This design comes from an exercise in tuning for small area and a short achievable clock period on the open sky130 flow, not from production work.
Function was checked by simulation only, so behaviour that the tests miss may differ from the original.
Power is estimated from default activity; no workload was simulated.

Setup of ember:
// PE
module PE (
    input clk,
    input rst,
    input logic [31:0] PE_in_a,
    input logic [31:0] PE_in_b,
    output logic [31:0] PE_out_r
);
    logic [4:0] pm;      
    logic [5:0] pa;      
    logic       run;     
    always @(posedge clk or negedge rst) begin
        if (!rst) begin
            pm  <= 5'b00001;
            pa  <= 6'b000001;
            run <= 1'b0;
        end
        else begin
            pm <= {pm[3:0], pm[4]};
            pa <= {pa[4:0], pa[5]};
            if (pa[5])
                run <= 1'b1;
        end
    end
    logic [31:0] prod;
    fp_mult uut_1 (.clk(clk),
                   .load(pm[0]),
                   .first(pm[1]),
                   .store(pm[1] & ~pa[2]),
                   .a(PE_in_a),
                   .b(PE_in_b),
                   .result(prod));
    fp_add uut_2 (.clk(clk),
                  .rst(rst),
                  .add((pa[4] & ~pm[2]) | (pa[3] & pm[1])),
                  .update(pa[5] & run),
                  .run(run),
                  .b(prod),
                  .sum(PE_out_r));
endmodule
Size in the first run: roughly 98 I/O pins.
clock: 12.0 ns
lec_check: 0
cap_margin: 20
core_margin: 2
core_utilization: 40
slew_margin: 20
standard.sh (not shown) runs the stock make flow with config.mk's settings and CLKGATE_MAP_FILE= SYNTH_SCRIPT=/design/flow/synth_recipe.tcl, a recipe that flattens the netlist after the stock synthesis.
==> flow/flow/run.sh <==
#!/bin/bash
set -euo pipefail
bash standard.sh finish SETUP_SLACK_MARGIN=8.5 "BUFFER_PORTS_ARGS=-buffer_cell sky130_fd_sc_hd__buf_2" SYNTH_KEEP_MODULES=fp_fa > flow.log 2>&1
ember went all the way through the flow, and no timing, DRC or antenna check failed.
diff inputs: ember => nickel
==> flow/flow/run.sh <==
#!/bin/bash
set -euo pipefail
bash standard.sh finish SETUP_SLACK_MARGIN=8.4 "BUFFER_PORTS_ARGS=-buffer_cell sky130_fd_sc_hd__buf_2" SYNTH_KEEP_MODULES=fp_fa > flow.log 2>&1
diff --git a/flow/config.mk b/flow/config.mk
--- a/flow/config.mk
+++ b/flow/config.mk
@@ -10 +10 @@
-export CORE_UTILIZATION = 40
+export CORE_UTILIZATION = 55
[summary]
Summary of nickel over ember: clock skew went down by 0.011 ns; first-pass GRT wire length shrank by 1.8%. Diff ember -> nickel | total placed cells including tap cells | down by a little under 10%. nickel ended up with a lower die area than ember did. nickel against ember: part of the total power dissipated in combinational logic held; worst path arrival time went up 0.06 ns; portion of the layout cell area used by clock cells went down 0.24 points; register-to-register slack went down 0.07 ns; count of standard-cell rows went down 11. Re number of diodes: no difference whatsoever between ember and nickel.
Input changes introduced in raven (baseline for comparison: nickel):
diff --git a/flow/config.mk b/flow/config.mk
--- a/flow/config.mk
+++ b/flow/config.mk
@@ -10 +10 @@
-export CORE_UTILIZATION = 55
+export CORE_UTILIZATION = 40
--- outcome ---
Re maximum number of pins on one net before global-route repair: no difference whatsoever between raven and nickel. [compare] base=nickel new=raven: met1 wire length picked up an extra 5.5%; proportion of power drawn by combinational gates closely matched the old numbers. As far as remaining design rule violation count is concerned, nickel and raven perform about the same. raven vs. nickel: total combinational power went up by about 1%. For nickel, the startpoint of the most critical setup path was uut_2.sum[6], unlike raven, where it was uut_2.sum[9]. Initial core utilization, raven and nickel: smaller value in raven.

The RTL this note starts from:
==> flow/design.v <==
`timescale 1ns/1ps
module fp_mult (
    input  logic        clk,
    input  logic [2:0]  phase,
    input  logic        skip,
    input  logic [31:0] a,
    input  logic [31:0] b,
    output logic [31:0] result
);
    logic        sgn;        
    logic [7:0]  exp_a, exp_b;
    logic [22:0] man_a;
    logic [22:0] man_b;      
    logic        nz_b;       
    logic [25:0] acc;        
    logic        first, last;
    assign first = (phase == 3'd1);
    assign last  = (phase == 3'd0);
    logic [4:0] digit;
    assign digit = last ? {2'b01, man_b[2:0]} : man_b[4:0];
    logic [30:0] step;
    assign step = (first ? 26'd0 : acc) + {1'b1, man_a, 2'b00} * digit;
    always @(posedge clk) begin
        if (last) begin
            sgn   <= a[31] ^ b[31];
            exp_a <= a[30:23];
            exp_b <= b[30:23];
            man_a <= a[22:0];
            man_b <= b[22:0];
        end
        else begin
            man_b <= man_b >> 5;
        end
        nz_b <= (first ? 1'b0 : nz_b) | (|digit[4:0] & ~last) | (|man_b[2:0] & last);
        acc  <= step[30:5];
    end
    logic [7:0] e2;
    logic       s2, z2;
    always @(posedge clk) begin
        e2 <= exp_a + exp_b + 8'd129;
        s2 <= sgn;
        z2 <= (exp_a == 8'd0 && man_a == 23'd0) ||
              (exp_b == 8'd0 && !nz_b && man_b[2:0] == 3'd0);
    end
    logic [7:0]  e3;
    logic [22:0] m3;
    assign e3 = e2 + {7'd0, acc[24]};
    assign m3 = acc[24] ? acc[23:1] : acc[22:0];
    always @(posedge clk) begin
        if (first && !skip) begin
            if (z2)
                result <= 32'd0;
            else if (e3 == 8'hFF)
                result <= {s2, 8'hFF, 23'd0};
            else if (e3 == 8'h00)
                result <= {s2, 8'h00, 23'd0};
            else
                result <= {s2, e3, m3};
        end
    end
endmodule
`timescale 1ns/1ps
module fp_add (
    input  logic        clk,
    input  logic        rst,
    input  logic [2:0]  phase,
    input  logic        run,
    input  logic [31:0] b,
    output logic [31:0] sum
);
    logic [31:0] a;
    assign a = sum;
    logic za, zb;
    assign za = (a[30:0] == 31'd0);
    assign zb = (b[30:0] == 31'd0);
    logic       swap;
    logic [4:0] shamt;
    logic [7:0] diff;
    assign diff = (a[30:23] < b[30:23]) ? b[30:23] - a[30:23] : a[30:23] - b[30:23];
    always @(posedge clk) begin
        swap <= (a[30:23] < b[30:23]);
        shamt <= (diff[7:5] != 3'd0) ? 5'd31 : diff[4:0];
    end
    logic [23:0] man_a, man_b, major, minor;
    assign man_a = {~za, a[22:0]};
    assign man_b = {~zb, b[22:0]};
    assign major   = swap ? man_b : man_a;
    assign minor = swap ? man_a : man_b;
    logic        larger;     
    logic        s_sgn;
    logic [7:0]  s_exp;
    logic [24:0] s_man;
    always @(posedge clk) begin
        if (phase == 3'd3) begin
            s_sgn <= (za && zb) ? 1'b0 : (larger ? a[31] : b[31]);
            s_exp <= swap ? b[30:23] : a[30:23];
            s_man <= {1'b0, major} + {1'b0, minor >> shamt};
        end
    end
    always @(posedge clk or negedge rst) begin
        if (!rst)
            larger <= 1'b0;
        else if (phase == 3'd3 && run)
            larger <= (a[30:0] > b[30:0]);
    end
    logic norm;
    assign norm = s_man[24] && !s_man[23] && (s_exp != 8'd0);
    always @(posedge clk or negedge rst) begin
        if (!rst)
            sum <= 32'd0;
        else if (phase == 3'd5 && run)
            sum <= {s_sgn, s_exp + {7'd0, norm}, norm ? s_man[23:1] : s_man[22:0]};
    end
endmodule
`timescale 1ns/1ps
module PE (
    input clk,
    input rst,
    input logic [31:0] PE_in_a,
    input logic [31:0] PE_in_b,
    output logic [31:0] PE_out_r
);
    logic [2:0] cm;      
    logic [2:0] ca;      
    logic       run;     
    always @(posedge clk or negedge rst) begin
        if (!rst) begin
            cm  <= 3'd0;
            ca  <= 3'd0;
            run <= 1'b0;
        end
        else begin
            cm <= (cm == 3'd4) ? 3'd0 : cm + 3'd1;
            ca <= (ca == 3'd5) ? 3'd0 : ca + 3'd1;
            if (ca == 3'd5)
                run <= 1'b1;
        end
    end
    logic [31:0] prod;
    fp_mult uut_1 (.clk(clk),
                   .phase(cm),
                   .skip(ca == 3'd2),
                   .a(PE_in_a),
                   .b(PE_in_b),
                   .result(prod));
    fp_add uut_2 (.clk(clk),
                  .rst(rst),
                  .phase(ca),
                  .run(run),
                  .b(prod),
                  .sum(PE_out_r));
endmodule
==> flow/config.mk <==
export PLATFORM = sky130hd
export DESIGN_NAME = PE
export DESIGN_NICKNAME = PE
export VERILOG_FILES = /design/flow/design.v
export SDC_FILE = /design/flow/constraint.sdc
export NUM_CORES = 4
export LEC_CHECK = 0
export ABC_CLOCK_PERIOD_IN_PS = 3500
export CAP_MARGIN = 20
export CORE_MARGIN = 2
export CORE_UTILIZATION = 40
export SLEW_MARGIN = 20
==> flow/constraint.sdc <==
create_clock -name core_clock -period 12.0 [get_ports {clk}]
set_input_delay 2.4000 -clock core_clock [delete_from_list [all_inputs] [get_ports {clk}]]
set_output_delay 2.4000 -clock core_clock [all_outputs]
set_load 0.01 [all_outputs]
run.sh (not shown) runs the stock make flow with config.mk's settings and CLKGATE_MAP_FILE= SYNTH_SCRIPT=/design/flow/synth_recipe.tcl, a recipe that flattens the netlist after the stock synthesis.
Stock flow here: none of the scripts above is used.
Next try:
--- a/flow/config.mk
+++ b/flow/config.mk
@@ -7,3 +7,2 @@
 export LEC_CHECK = 0
-export ABC_CLOCK_PERIOD_IN_PS = 3500
 export CAP_MARGIN = 20
Wire length does not change.
Power is unchanged.
Hold slack does not change.
Design area is unchanged.
Worst setup slack does not change.
Count of clock-buffer cells in the layout stays the same.
Via count does not change.
Clock skew is unchanged.
Die area is unchanged.
Maximum frequency stays the same.

==> what the ideal ports hide <==
In the flow no input, the clock included, has a driving cell. The finished layouts below were timed again as built, in two steps.
Step 1 (the two cells are an assumption about what drives the block):
set clk [get_ports {clk}]
set_driving_cell -lib_cell sky130_fd_sc_hd__clkbuf_16 $clk
set_driving_cell -lib_cell sky130_fd_sc_hd__buf_2 [delete_from_list [all_inputs] $clk]
Step 2 also shifts input and output timing later by t, the mid clock arrival at the registers, as if the neighbouring blocks saw the same clock.
Slacks: ideal / step 1 / step 2; pairs: ideal / step 1.
run | t (ns) | slack for setup (ns) | worst setup path after step 2 | slew at the worst register clock pin (ns)
ember | 0.581 | 8.500 / 8.447 / 7.958 | input to register | 0.06 / 0.06
nickel | 0.611 | 8.435 / 8.382 / 7.903 | input to register | 0.06 / 0.06
raven | 0.574 | 8.432 / 8.380 / 7.938 | input to register | 0.06 / 0.06
the first run of note 2 | 0.603 | 4.745 / 4.745 / 4.745 | register to register | 0.07 / 0.07
the second run of note 2 | 0.603 | 4.745 / 4.745 / 4.745 | register to register | 0.07 / 0.07
After both steps every run listed still meets setup and hold. The setup slack of ember, which loses most, moves by -0.053 ns with the drivers and by -0.542 ns with both steps.
